Context: an optimization exercise on an open-source flow, tuned for small area. The choices shown serve that exercise and are no tape-out recipe.
Only simulation tests tie the RTL to the original design; equivalence was not proved.
Power figures rest on the tool's default switching activity, not on a simulated workload.

==> job 9768 <==
## Motor
module Motor(
	input clk,
	input rst,
	input KS_Circuit_out1,
	input KS_Circuit_out2,
	input btn3,
	input freq1,
	input freq,
	input indus,
	input indie,
	output PWM_out_L,
	output PWM_out_R,
	output GREEN,
	output RED,
	output BLUE,
	output IN1,
	output IN2,
	output IN3,
	output IN4,
	output servo,
	output LD1,
	output LD2,
	output LD3,
	output LD4,
	output LD5,
	output LD6,
	output LD7,
	output LD8
	);
export LEC_CHECK = 0
export CAP_MARGIN = 20
export CORE_MARGIN = 2
export CORE_UTILIZATION = 40
export SLEW_MARGIN = 20
create_clock -name core_clock -period 10.0 [get_ports {clk}]
standard.sh (not shown) runs the stock make flow with config.mk's settings and CLKGATE_MAP_FILE= SYNTH_SCRIPT=/design/flow/synth_recipe.tcl, a recipe that flattens the netlist after the stock synthesis.
==> flow/flow/run.sh <==
#!/bin/bash
# The standard layout (standard.sh: standard synthesis, floorplan, place,
# CTS, route, finish) with two arguments changed: the port buffers are buf_1
# cells, and clock tree synthesis uses clkbuf_4 buffers, sink clusters of at
# most 8 flip-flops within 40 um, and no dummy loads. make's full output goes
# to make_finish.log; ORFS keeps each step's own log under orfs/logs/.
set -euo pipefail
bash standard.sh \
  "BUFFER_PORTS_ARGS=-buffer_cell sky130_fd_sc_hd__buf_1" \
  "CTS_ARGS=-sink_clustering_enable -repair_clock_nets -dont_use_dummy_load -buf_list sky130_fd_sc_hd__clkbuf_4 -sink_clustering_size 8 -sink_clustering_max_diameter 40" \
  finish > make_finish.log 2>&1
==> inputs of job 5539, as changes to job 9768 <==
--- a/flow/design.v
+++ b/flow/design.v
@@ -160,56 +160,57 @@
 	output reg holder,
 	output reg lock_a,
 	output reg [4:0] lock_j,
 	output reg turner,
 	output reg superturner,
 	output reg indusoff
 	);
-	reg [2:0] lvl;
+	reg tempLED1, tempLED2, tempLED3, tempLED4;
 	reg tempLED5, tempLED6, tempLED7, tempLED8;
 	reg currentvalue;
 	reg prevalue;
 	reg [15:0] count;
 	reg flag;
 	reg [2:0] count9, count10, count11, count12;
 	reg [2:0] count99, count100, count110, count120;
 	reg currentvalue1;
 	reg prevalue1;
 	reg [15:0] count1;
 	reg flag1;
 	reg [3:0] count9k, count10k, count11k, count12k;
-	reg [2:0] count99k, count100k, count110k, count120k;
+	reg [1:0] count99k, count100k, count110k, count120k;
 	reg [3:0] ref_cnt;
 	reg [16:0] refer;       
 	localparam [16:0] RF_TOP = 17'h00001, RF_0 = 17'h1f979;
 	wire [16:0] refer_dec = {refer[15:0], refer[16]^refer[13]};
 	reg [1:0] wsel;
 	reg tempPWM_L;
 	reg tempPWM_R;
 	reg [15:0] counter;
 	reg flaga;
 	reg [5:0] dly_q;        
 	reg [12:0] dly_r;       
 	reg stopfreq;
+	reg stopfreq1;
 	reg [5:0] timer;
 	reg speedo;
 	reg [2:0] countRED;
 	reg [2:0] countBLUE;
 	reg [2:0] countGREEN;
 	reg tempRED;
 	reg tempBLUE;
 	reg tempGREEN;
 	reg [17:0] countLED;    
 	localparam [17:0] CL_TOP = 18'h00001, CL_0 = 18'h16385;
 	wire [17:0] countLED_dec = {countLED[16:0], countLED[17]^countLED[10]};
 	reg [8:0] spot;
-	assign LED1=lvl!=3'd0;
-	assign LED2=lvl[2] | lvl[1];
-	assign LED3=lvl[2] | (lvl[1] & lvl[0]);
-	assign LED4=lvl[2];
+	assign LED1=tempLED1;
+	assign LED2=tempLED2;
+	assign LED3=tempLED3;
+	assign LED4=tempLED4;
 	assign LED5=tempLED5;
 	assign LED6=tempLED6;
 	assign LED7=tempLED7;
 	assign LED8=tempLED8;
 	assign PWMout_L=tempPWM_L;
 	assign PWMout_R=tempPWM_R;
 	assign RED=tempRED;
@@ -267,41 +268,23 @@
 			default: begin t1=T_90000; t0=T_100000; end
 		endcase
 	end
 	wire twoway = (cls<=5'd2) || (cls>=5'd16 && cls<=5'd18);
 	wire hit1 = run && (timer==t1);
 	wire hit0 = run && (timer==t0);
 	wire act = tempLED5 | tempLED6 | tempLED7 | tempLED8 | flaga;
-	wire stopfreq1 = flaga;
-	wire valid = cls!=5'd31;
-	wire c9 = cls==5'd9;
-	wire oneway = valid && !twoway && !c9;
-	wire done = flaga && valid && !run;                  
-	wire go = flaga && valid && run && (oneway || hit1 || hit0);   
-	reg [1:0] go_wsel;
-	reg go_turner, go_super;
-	always @* begin
-		go_turner = 1'b1;
-		if (oneway) begin
-			go_wsel = (cls<=5'd8) ? 2'd2 : 2'd1;
-			go_super = cls<=5'd8;
-		end else case (cls)
-			5'd9:  begin go_wsel = hit1 ? 2'd1 : 2'd3; go_turner = hit1; go_super = hit1; end
-			5'd16: begin go_wsel = hit1 ? 2'd2 : 2'd1; go_super = hit1; end
-			5'd17: begin go_wsel = hit1 ? 2'd2 : 2'd1; go_super = ~hit1; end
-			5'd18: begin go_wsel = hit1 ? 2'd2 : 2'd1; go_super = 1'b0; end
-			default: begin go_wsel = hit1 ? 2'd1 : 2'd2; go_super = ~hit1; end   
-		endcase
-	end
 	always @ (posedge clk4)
 	if (rst) begin
 		wsel<=0;
 		tempPWM_L<=0;
 		tempPWM_R<=0;
-		lvl<=0;
+		tempLED1<=0;
+		tempLED2<=0;
+		tempLED3<=0;
+		tempLED4<=0;
 		tempLED5<=0;
 		tempLED6<=0;
 		tempLED7<=0;
 		tempLED8<=0;
 		currentvalue<=0;
 		prevalue<=0;
 		count<=0;
@@ -328,14 +311,15 @@
 		count99k<=0;
 		count100k<=0;
 		count110k<=0;
 		count120k<=0;
 		begin dly_q<=0; dly_r<=0; end
 		counter<=0;
 		stopfreq<=0;
+		stopfreq1<=0;
 		lock_a<=0;
 		lock_j<=0;
 		speedo<=0;
 		timer<=T_0;
 		countRED<=0;
 		countBLUE<=0;
 		countGREEN<=0;
@@ -355,51 +339,51 @@
 		else if (!freq)
 			currentvalue1 <= 0;
 		prevalue <= currentvalue;
 		flag <= ~(prevalue & ~currentvalue);
 		if (!flag) begin
 			count <= 0;
 			if (count>16'd5559) begin
-				lvl <= 3'd0;
+				{tempLED1,tempLED2,tempLED3,tempLED4} <= 4'b0000;
 			end else if (count>16'd5552) begin
-				lvl <= 3'd1;
+				{tempLED1,tempLED2,tempLED3,tempLED4} <= 4'b1000;
 				count9<=count9+1'b1;
 			end else if (count>16'd5003) begin
-				lvl <= 3'd0;
+				{tempLED1,tempLED2,tempLED3,tempLED4} <= 4'b0000;
 			end else if (count>16'd4998) begin
-				lvl <= 3'd2;
+				{tempLED1,tempLED2,tempLED3,tempLED4} <= 4'b1100;
 				count10<=count10+1'b1;
 			end else if (count>16'd4548) begin
-				lvl <= 3'd0;
+				{tempLED1,tempLED2,tempLED3,tempLED4} <= 4'b0000;
 			end else if (count>16'd4543) begin
-				lvl <= 3'd3;
+				{tempLED1,tempLED2,tempLED3,tempLED4} <= 4'b1110;
 				count11<=count11+1'b1;
 			end else if (count>16'd4168) begin
-				lvl <= 3'd0;
+				{tempLED1,tempLED2,tempLED3,tempLED4} <= 4'b0000;
 			end else if (count>16'd3845) begin
-				lvl <= 3'd4;
+				{tempLED1,tempLED2,tempLED3,tempLED4} <= 4'b1111;
 				count12<=count12+1'b1;
 			end else begin
-				lvl <= 3'd0;
+				{tempLED1,tempLED2,tempLED3,tempLED4} <= 4'b0000;
 			end
 		end else
 			count <= count+1'b1;
-		if (count9[2]) begin    
+		if (count9==3'd4) begin
 			count99<=count99+1'b1;
 			count9<=0;
 			ref_cnt<=ref_cnt+1'b1;
-		end else if (count10[2]) begin    
+		end else if (count10==3'd4) begin
 			count100<=count100+1'b1;
 			count10<=0;
 			ref_cnt<=ref_cnt+1'b1;
-		end else if (count11[2]) begin    
+		end else if (count11==3'd4) begin
 			count110<=count110+1'b1;
 			count11<=0;
 			ref_cnt<=ref_cnt+1'b1;
-		end else if (count12[2]) begin    
+		end else if (count12==3'd4) begin
 			count120<=count120+1'b1;
 			count12<=0;
 			ref_cnt<=ref_cnt+1'b1;
 		end
 		if (ref_cnt==4'd5) begin
 			refer<=RF_TOP;
 			ref_cnt<=0;
@@ -453,114 +437,156 @@
 		end
 		prevalue1 <= currentvalue1;
 		flag1 <= ~(prevalue1 & ~currentvalue1);
 		if (!currentvalue1 && !prevalue1)
 			count1 <= 0;
 		if (!flag1) begin
 			if (count1>16'd5559) begin
-				lvl <= 3'd0;
+				{tempLED1,tempLED2,tempLED3,tempLED4} <= 4'b0000;
 				count <= 0;
 			end else if (count1>16'd5552) begin
-				lvl <= 3'd1;
+				{tempLED1,tempLED2,tempLED3,tempLED4} <= 4'b1000;
 				count1<=0;
 				count9k<=count9k+1'b1;
 			end else if (count1>16'd5003) begin
-				lvl <= 3'd0;
+				{tempLED1,tempLED2,tempLED3,tempLED4} <= 4'b0000;
 				count1<=0;
 			end else if (count1>16'd4998) begin
-				lvl <= 3'd2;
+				{tempLED1,tempLED2,tempLED3,tempLED4} <= 4'b1100;
 				count1<=0;
 				count10k<=count10k+1'b1;
 			end else if (count1>16'd4548) begin
-				lvl <= 3'd0;
+				{tempLED1,tempLED2,tempLED3,tempLED4} <= 4'b0000;
 				count1<=0;
 			end else if (count1>16'd4543) begin
-				lvl <= 3'd3;
+				{tempLED1,tempLED2,tempLED3,tempLED4} <= 4'b1110;
 				count1<=0;
 				count11k<=count11k+1'b1;
 			end else if (count1>16'd4168) begin
-				lvl <= 3'd0;
+				{tempLED1,tempLED2,tempLED3,tempLED4} <= 4'b0000;
 				count1<=0;
 			end else if (count1>16'd3845) begin
-				lvl <= 3'd4;
+				{tempLED1,tempLED2,tempLED3,tempLED4} <= 4'b1111;
 				count1<=0;
 				count12k<=count12k+1'b1;
 			end else begin
-				lvl <= 3'd0;
+				{tempLED1,tempLED2,tempLED3,tempLED4} <= 4'b0000;
 				count1<=0;
 			end
 		end else
 			count1 <= count1+1'b1;
-		if (count9k[3] && count9k[1]) begin    
+		if (count9k==4'd10) begin
 			count99k<=count99k+1'b1;
 			count9k<=0;
 			ref_cnt<=ref_cnt+1'b1;
-		end else if (count10k[3] && count10k[1]) begin    
+		end else if (count10k==4'd10) begin
 			count100k<=count100k+1'b1;
 			count10k<=0;
 			ref_cnt<=ref_cnt+1'b1;
-		end else if (count11k[3] && count11k[1]) begin    
+		end else if (count11k==4'd10) begin
 			count110k<=count110k+1'b1;
 			count11k<=0;
 			ref_cnt<=ref_cnt+1'b1;
-		end else if (count12k[3] && count12k[1]) begin    
+		end else if (count12k==4'd10) begin
 			count120k<=count120k+1'b1;
 			count12k<=0;
 			ref_cnt<=ref_cnt+1'b1;
 		end
 		if (rotation) begin
 			tempLED5<=1;
 			speedo<=1;
+			begin dly_q<=0; dly_r<=0; end
 		end
+		flaga<=act;
+		holder<=act;
+		stopfreq<=act;
+		stopfreq1<=act;
 		counter<=counter+1'b1;
 		case (wsel)
 			2'd1: begin tempPWM_L <= counter<16'd50000; tempPWM_R <= counter<16'd63000; end
 			2'd2: begin tempPWM_L <= counter<16'd63000; tempPWM_R <= counter<16'd50000; end
 			2'd3: begin tempPWM_L <= counter<16'd36000; tempPWM_R <= counter<16'd36000; end
 			default: begin tempPWM_L <= 0; tempPWM_R <= 0; end
 		endcase
-		flaga <= flaga ? ~done : act;
-		stopfreq <= flaga ? ~(done | (go & c9 & ~hit1)) : act;
-		holder <= flaga & ~(done & c9);
-		if (flaga && valid)
-			timer <= speedo ? t1 : t0;
-		if (go) begin
-			if (&{dly_r[12], dly_r[9:7], dly_r[2:0]}) begin    
-				dly_q<=dly_q+1'b1;
-				dly_r<=0;
-			end else
-				dly_r<=dly_r+1'b1;
-		end else if (done || rotation) begin
-			dly_q<=0;
-			dly_r<=0;
-		end
-		if (go) begin
-			lock_a<=ang_a;
-			lock_j<=ang_j;
-		end else if (done && !c9) begin
-			lock_a<=1;
-			lock_j<=5'd12;
-		end
-		if (go && c9 && hit1)
-			indusoff<=1;
-		else if (done && c9)
-			indusoff<=0;
-		if (!flaga) begin
+		if (flaga) begin
+			if (cls!=5'd31) begin
+				timer <= speedo ? t1 : t0;
+				if (!run) begin
+					begin dly_q<=0; dly_r<=0; end
+					flaga<=0;
+					stopfreq<=0;
+					stopfreq1<=0;
+					turner<=0;
+					superturner<=0;
+					if (cls==5'd9) begin
+						holder<=0;
+						indusoff<=0;
+					end else begin
+						holder<=1;
+						lock_a<=1;
+						lock_j<=5'd12;
+					end
+				end else if (!twoway && cls!=5'd9) begin
+					begin if (dly_r==13'd4999) begin dly_q<=dly_q+1'b1; dly_r<=0; end else begin dly_q<=dly_q; dly_r<=dly_r+1'b1; end end
+					flaga<=1;
+					holder<=1;
+					stopfreq<=1;
+					stopfreq1<=1;
+					lock_a<=ang_a;
+					lock_j<=ang_j;
+					turner<=1;
+					if (cls<=5'd8) begin
+						wsel<=2'd2;
+						superturner<=1;
+					end else begin
+						wsel<=2'd1;
+						superturner<=0;
+					end
+				end else if (hit1 || hit0) begin
+					begin if (dly_r==13'd4999) begin dly_q<=dly_q+1'b1; dly_r<=0; end else begin dly_q<=dly_q; dly_r<=dly_r+1'b1; end end
+					flaga<=1;
+					holder<=1;
+					stopfreq1<=1;
+					lock_a<=ang_a;
+					lock_j<=ang_j;
+					stopfreq<=1;
+					case (cls)
+						5'd9: if (hit1) begin
+							wsel<=2'd1; turner<=1; superturner<=1; indusoff<=1;
+						end else begin
+							wsel<=2'd3; turner<=0; superturner<=0; stopfreq<=0;
+						end
+						5'd16: if (hit1) begin
+							wsel<=2'd2; turner<=1; superturner<=1;
+						end else begin
+							wsel<=2'd1; turner<=1; superturner<=0;
+						end
+						5'd17: if (hit1) begin
+							wsel<=2'd2; turner<=1; superturner<=0;
+						end else begin
+							wsel<=2'd1; turner<=1; superturner<=1;
+						end
+						5'd18: if (hit1) begin
+							wsel<=2'd2;
+						end else begin
+							wsel<=2'd1; turner<=1; superturner<=0;
+						end
+						default: if (hit1) begin    
+							wsel<=2'd1; turner<=1; superturner<=0;
+						end else begin
+							wsel<=2'd2; turner<=1; superturner<=1;
+						end
+					endcase
+				end
+			end
+		end else begin
+			holder<=0;
 			wsel<=0;
 			turner<=0;
 			superturner<=0;
-		end else if (done) begin
-			turner<=0;
-			superturner<=0;
-		end else if (go) begin
-			wsel<=go_wsel;
-			if (!(cls==5'd18 && hit1)) begin
-				turner<=go_turner;
-				superturner<=go_super;
-			end
 		end
 		if (spot==9'd100)
 			countLED<=CL_TOP;
 		if (countLED!=CL_0) begin
 			countLED<=countLED_dec;
 			if ((countRED>countGREEN)&&(countRED>countBLUE)) begin
 				tempRED<=1;
@@ -616,15 +642,15 @@
 		val<=V_0;
 		flag<=1;
 		cnt_m<=0;
 		cnt_r<=R_0;
 		r_lo<=1;
 		PWM<=0;
 	end else begin
-		if (&{cnt_m[7], cnt_m[5], cnt_m[3:2], cnt_m[0]} && cnt_r==R_406) begin    
+		if (cnt_m==8'd173 && cnt_r==R_406) begin
 			cnt_m<=0;
 			cnt_r<=R_0;
 			r_lo<=1;
 		end else if (cnt_r==R_5777) begin
 			cnt_m<=cnt_m+1'b1;
 			cnt_r<=R_0;
 			r_lo<=1;
==> flow/flow/run.sh (replaced) <==
#!/bin/bash
# The standard layout (standard.sh: standard synthesis, floorplan, place,
# CTS, route, finish) with two arguments changed: the port buffers are buf_1
# cells, and clock tree synthesis uses clkbuf_8 buffers, sink clusters of at
# most 20 flip-flops within 60 um, and no dummy loads. make's full output goes
# to make_finish.log; ORFS keeps each step's own log under orfs/logs/.
set -euo pipefail
bash standard.sh \
  "BUFFER_PORTS_ARGS=-buffer_cell sky130_fd_sc_hd__buf_1" \
  "CTS_ARGS=-sink_clustering_enable -repair_clock_nets -dont_use_dummy_load -buf_list sky130_fd_sc_hd__clkbuf_8 -sink_clustering_size 20 -sink_clustering_max_diameter 60" \
  finish > make_finish.log 2>&1
==> inputs of job 4098, as changes to job 9768 <==
--- a/flow/design.v
+++ b/flow/design.v
@@ -160,28 +160,28 @@
 	output reg holder,
 	output reg lock_a,
 	output reg [4:0] lock_j,
 	output reg turner,
 	output reg superturner,
 	output reg indusoff
 	);
-	reg [2:0] lvl;
+	reg tempLED1, tempLED2, tempLED3, tempLED4;
 	reg tempLED5, tempLED6, tempLED7, tempLED8;
 	reg currentvalue;
 	reg prevalue;
 	reg [15:0] count;
 	reg flag;
 	reg [2:0] count9, count10, count11, count12;
 	reg [2:0] count99, count100, count110, count120;
 	reg currentvalue1;
 	reg prevalue1;
 	reg [15:0] count1;
 	reg flag1;
 	reg [3:0] count9k, count10k, count11k, count12k;
-	reg [2:0] count99k, count100k, count110k, count120k;
+	reg [1:0] count99k, count100k, count110k, count120k;
 	reg [3:0] ref_cnt;
 	reg [16:0] refer;       
 	localparam [16:0] RF_TOP = 17'h00001, RF_0 = 17'h1f979;
 	wire [16:0] refer_dec = {refer[15:0], refer[16]^refer[13]};
 	reg [1:0] wsel;
 	reg tempPWM_L;
 	reg tempPWM_R;
@@ -198,18 +198,18 @@
 	reg tempRED;
 	reg tempBLUE;
 	reg tempGREEN;
 	reg [17:0] countLED;    
 	localparam [17:0] CL_TOP = 18'h00001, CL_0 = 18'h16385;
 	wire [17:0] countLED_dec = {countLED[16:0], countLED[17]^countLED[10]};
 	reg [8:0] spot;
-	assign LED1=lvl!=3'd0;
-	assign LED2=lvl[2] | lvl[1];
-	assign LED3=lvl[2] | (lvl[1] & lvl[0]);
-	assign LED4=lvl[2];
+	assign LED1=tempLED1;
+	assign LED2=tempLED2;
+	assign LED3=tempLED3;
+	assign LED4=tempLED4;
 	assign LED5=tempLED5;
 	assign LED6=tempLED6;
 	assign LED7=tempLED7;
 	assign LED8=tempLED8;
 	assign PWMout_L=tempPWM_L;
 	assign PWMout_R=tempPWM_R;
 	assign RED=tempRED;
@@ -293,15 +293,18 @@
 		endcase
 	end
 	always @ (posedge clk4)
 	if (rst) begin
 		wsel<=0;
 		tempPWM_L<=0;
 		tempPWM_R<=0;
-		lvl<=0;
+		tempLED1<=0;
+		tempLED2<=0;
+		tempLED3<=0;
+		tempLED4<=0;
 		tempLED5<=0;
 		tempLED6<=0;
 		tempLED7<=0;
 		tempLED8<=0;
 		currentvalue<=0;
 		prevalue<=0;
 		count<=0;
@@ -355,35 +358,35 @@
 		else if (!freq)
 			currentvalue1 <= 0;
 		prevalue <= currentvalue;
 		flag <= ~(prevalue & ~currentvalue);
 		if (!flag) begin
 			count <= 0;
 			if (count>16'd5559) begin
-				lvl <= 3'd0;
+				{tempLED1,tempLED2,tempLED3,tempLED4} <= 4'b0000;
 			end else if (count>16'd5552) begin
-				lvl <= 3'd1;
+				{tempLED1,tempLED2,tempLED3,tempLED4} <= 4'b1000;
 				count9<=count9+1'b1;
 			end else if (count>16'd5003) begin
-				lvl <= 3'd0;
+				{tempLED1,tempLED2,tempLED3,tempLED4} <= 4'b0000;
 			end else if (count>16'd4998) begin
-				lvl <= 3'd2;
+				{tempLED1,tempLED2,tempLED3,tempLED4} <= 4'b1100;
 				count10<=count10+1'b1;
 			end else if (count>16'd4548) begin
-				lvl <= 3'd0;
+				{tempLED1,tempLED2,tempLED3,tempLED4} <= 4'b0000;
 			end else if (count>16'd4543) begin
-				lvl <= 3'd3;
+				{tempLED1,tempLED2,tempLED3,tempLED4} <= 4'b1110;
 				count11<=count11+1'b1;
 			end else if (count>16'd4168) begin
-				lvl <= 3'd0;
+				{tempLED1,tempLED2,tempLED3,tempLED4} <= 4'b0000;
 			end else if (count>16'd3845) begin
-				lvl <= 3'd4;
+				{tempLED1,tempLED2,tempLED3,tempLED4} <= 4'b1111;
 				count12<=count12+1'b1;
 			end else begin
-				lvl <= 3'd0;
+				{tempLED1,tempLED2,tempLED3,tempLED4} <= 4'b0000;
 			end
 		end else
 			count <= count+1'b1;
 		if (count9[2]) begin    
 			count99<=count99+1'b1;
 			count9<=0;
 			ref_cnt<=ref_cnt+1'b1;
@@ -453,43 +456,43 @@
 		end
 		prevalue1 <= currentvalue1;
 		flag1 <= ~(prevalue1 & ~currentvalue1);
 		if (!currentvalue1 && !prevalue1)
 			count1 <= 0;
 		if (!flag1) begin
 			if (count1>16'd5559) begin
-				lvl <= 3'd0;
+				{tempLED1,tempLED2,tempLED3,tempLED4} <= 4'b0000;
 				count <= 0;
 			end else if (count1>16'd5552) begin
-				lvl <= 3'd1;
+				{tempLED1,tempLED2,tempLED3,tempLED4} <= 4'b1000;
 				count1<=0;
 				count9k<=count9k+1'b1;
 			end else if (count1>16'd5003) begin
-				lvl <= 3'd0;
+				{tempLED1,tempLED2,tempLED3,tempLED4} <= 4'b0000;
 				count1<=0;
 			end else if (count1>16'd4998) begin
-				lvl <= 3'd2;
+				{tempLED1,tempLED2,tempLED3,tempLED4} <= 4'b1100;
 				count1<=0;
 				count10k<=count10k+1'b1;
 			end else if (count1>16'd4548) begin
-				lvl <= 3'd0;
+				{tempLED1,tempLED2,tempLED3,tempLED4} <= 4'b0000;
 				count1<=0;
 			end else if (count1>16'd4543) begin
-				lvl <= 3'd3;
+				{tempLED1,tempLED2,tempLED3,tempLED4} <= 4'b1110;
 				count1<=0;
 				count11k<=count11k+1'b1;
 			end else if (count1>16'd4168) begin
-				lvl <= 3'd0;
+				{tempLED1,tempLED2,tempLED3,tempLED4} <= 4'b0000;
 				count1<=0;
 			end else if (count1>16'd3845) begin
-				lvl <= 3'd4;
+				{tempLED1,tempLED2,tempLED3,tempLED4} <= 4'b1111;
 				count1<=0;
 				count12k<=count12k+1'b1;
 			end else begin
-				lvl <= 3'd0;
+				{tempLED1,tempLED2,tempLED3,tempLED4} <= 4'b0000;
 				count1<=0;
 			end
 		end else
 			count1 <= count1+1'b1;
 		if (count9k[3] && count9k[1]) begin    
 			count99k<=count99k+1'b1;
 			count9k<=0;
==> flow/flow/run.sh (replaced) <==
#!/bin/bash
# The standard layout (standard.sh: standard synthesis, floorplan, place,
# CTS, route, finish) with two arguments changed: the port buffers are buf_1
# cells, and clock tree synthesis uses clkbuf_8 buffers, sink clusters of at
# most 20 flip-flops within 60 um, and no dummy loads. make's full output goes
# to make_finish.log; ORFS keeps each step's own log under orfs/logs/.
set -euo pipefail
bash standard.sh \
  "BUFFER_PORTS_ARGS=-buffer_cell sky130_fd_sc_hd__buf_1" \
  "CTS_ARGS=-sink_clustering_enable -repair_clock_nets -dont_use_dummy_load -buf_list sky130_fd_sc_hd__clkbuf_8 -sink_clustering_size 20 -sink_clustering_max_diameter 60" \
  finish > make_finish.log 2>&1
==> results.txt <==
Job 4098 finished with timing, DRC and antenna clean. Job 5539 completed with no timing, DRC or antenna violations. Job 9768 completed with no timing, DRC or antenna violations.
Of job 9768 and job 5539, job 9768 has the higher critical path depth (gap 4).
First-iteration DRC count, lowest first: job 4098, job 9768, job 5539.
Between job 9768 and job 4098, the lower die area is in job 4098 (gap 0.27%, measured against job 4098).
Against job 4098, the clock power of job 5539 is higher by about 0.7%.
The highest global-route usage belongs to job 5539, the lowest to job 4098.
Total power: job 4098 < job 5539 < job 9768.
The lowest sequential share of layout area belongs to job 5539, the highest to job 9768.
The lowest synthesized cell count belongs to job 9768, the highest to job 5539.
In sequential cell count, job 5539 and job 4098 do not differ.

==> re-timing with driven ports <==
Ports are ideal in the flow. The routed layouts listed here were re-timed in OpenROAD. Step 1 (the two cells are an assumption about what drives the block):
set clk [get_ports {clk}]
set_driving_cell -lib_cell sky130_fd_sc_hd__clkbuf_16 $clk
set_driving_cell -lib_cell sky130_fd_sc_hd__buf_2 [delete_from_list [all_inputs] $clk]
Step 2 adds t to the input delays and takes it off the output delays; t is the mean of the earliest and latest rising clock arrival at the registers after step 1. Input paths then give back, and output paths get back, about the clock's delay inside the block. Slacks: ideal / step 1 / step 2; pairs: ideal / step 1.
| run | t, ns | setup WS [ns] | hold slack, ns | cell pins on the clock port's net |
|---|---|---|---|---|
| job 9768 | 0.805 | 4.951 / 4.951 / 4.951 | 0.393 / 0.393 / 0.393 | 1 |
| job 5539 | 0.661 | 4.586 / 4.586 / 4.586 | 0.353 / 0.353 / 0.353 | 1 |
| job 4098 | 0.661 | 4.906 / 4.906 / 4.906 | 0.377 / 0.377 / 0.377 | 1 |
After both steps every run listed still meets setup and hold.
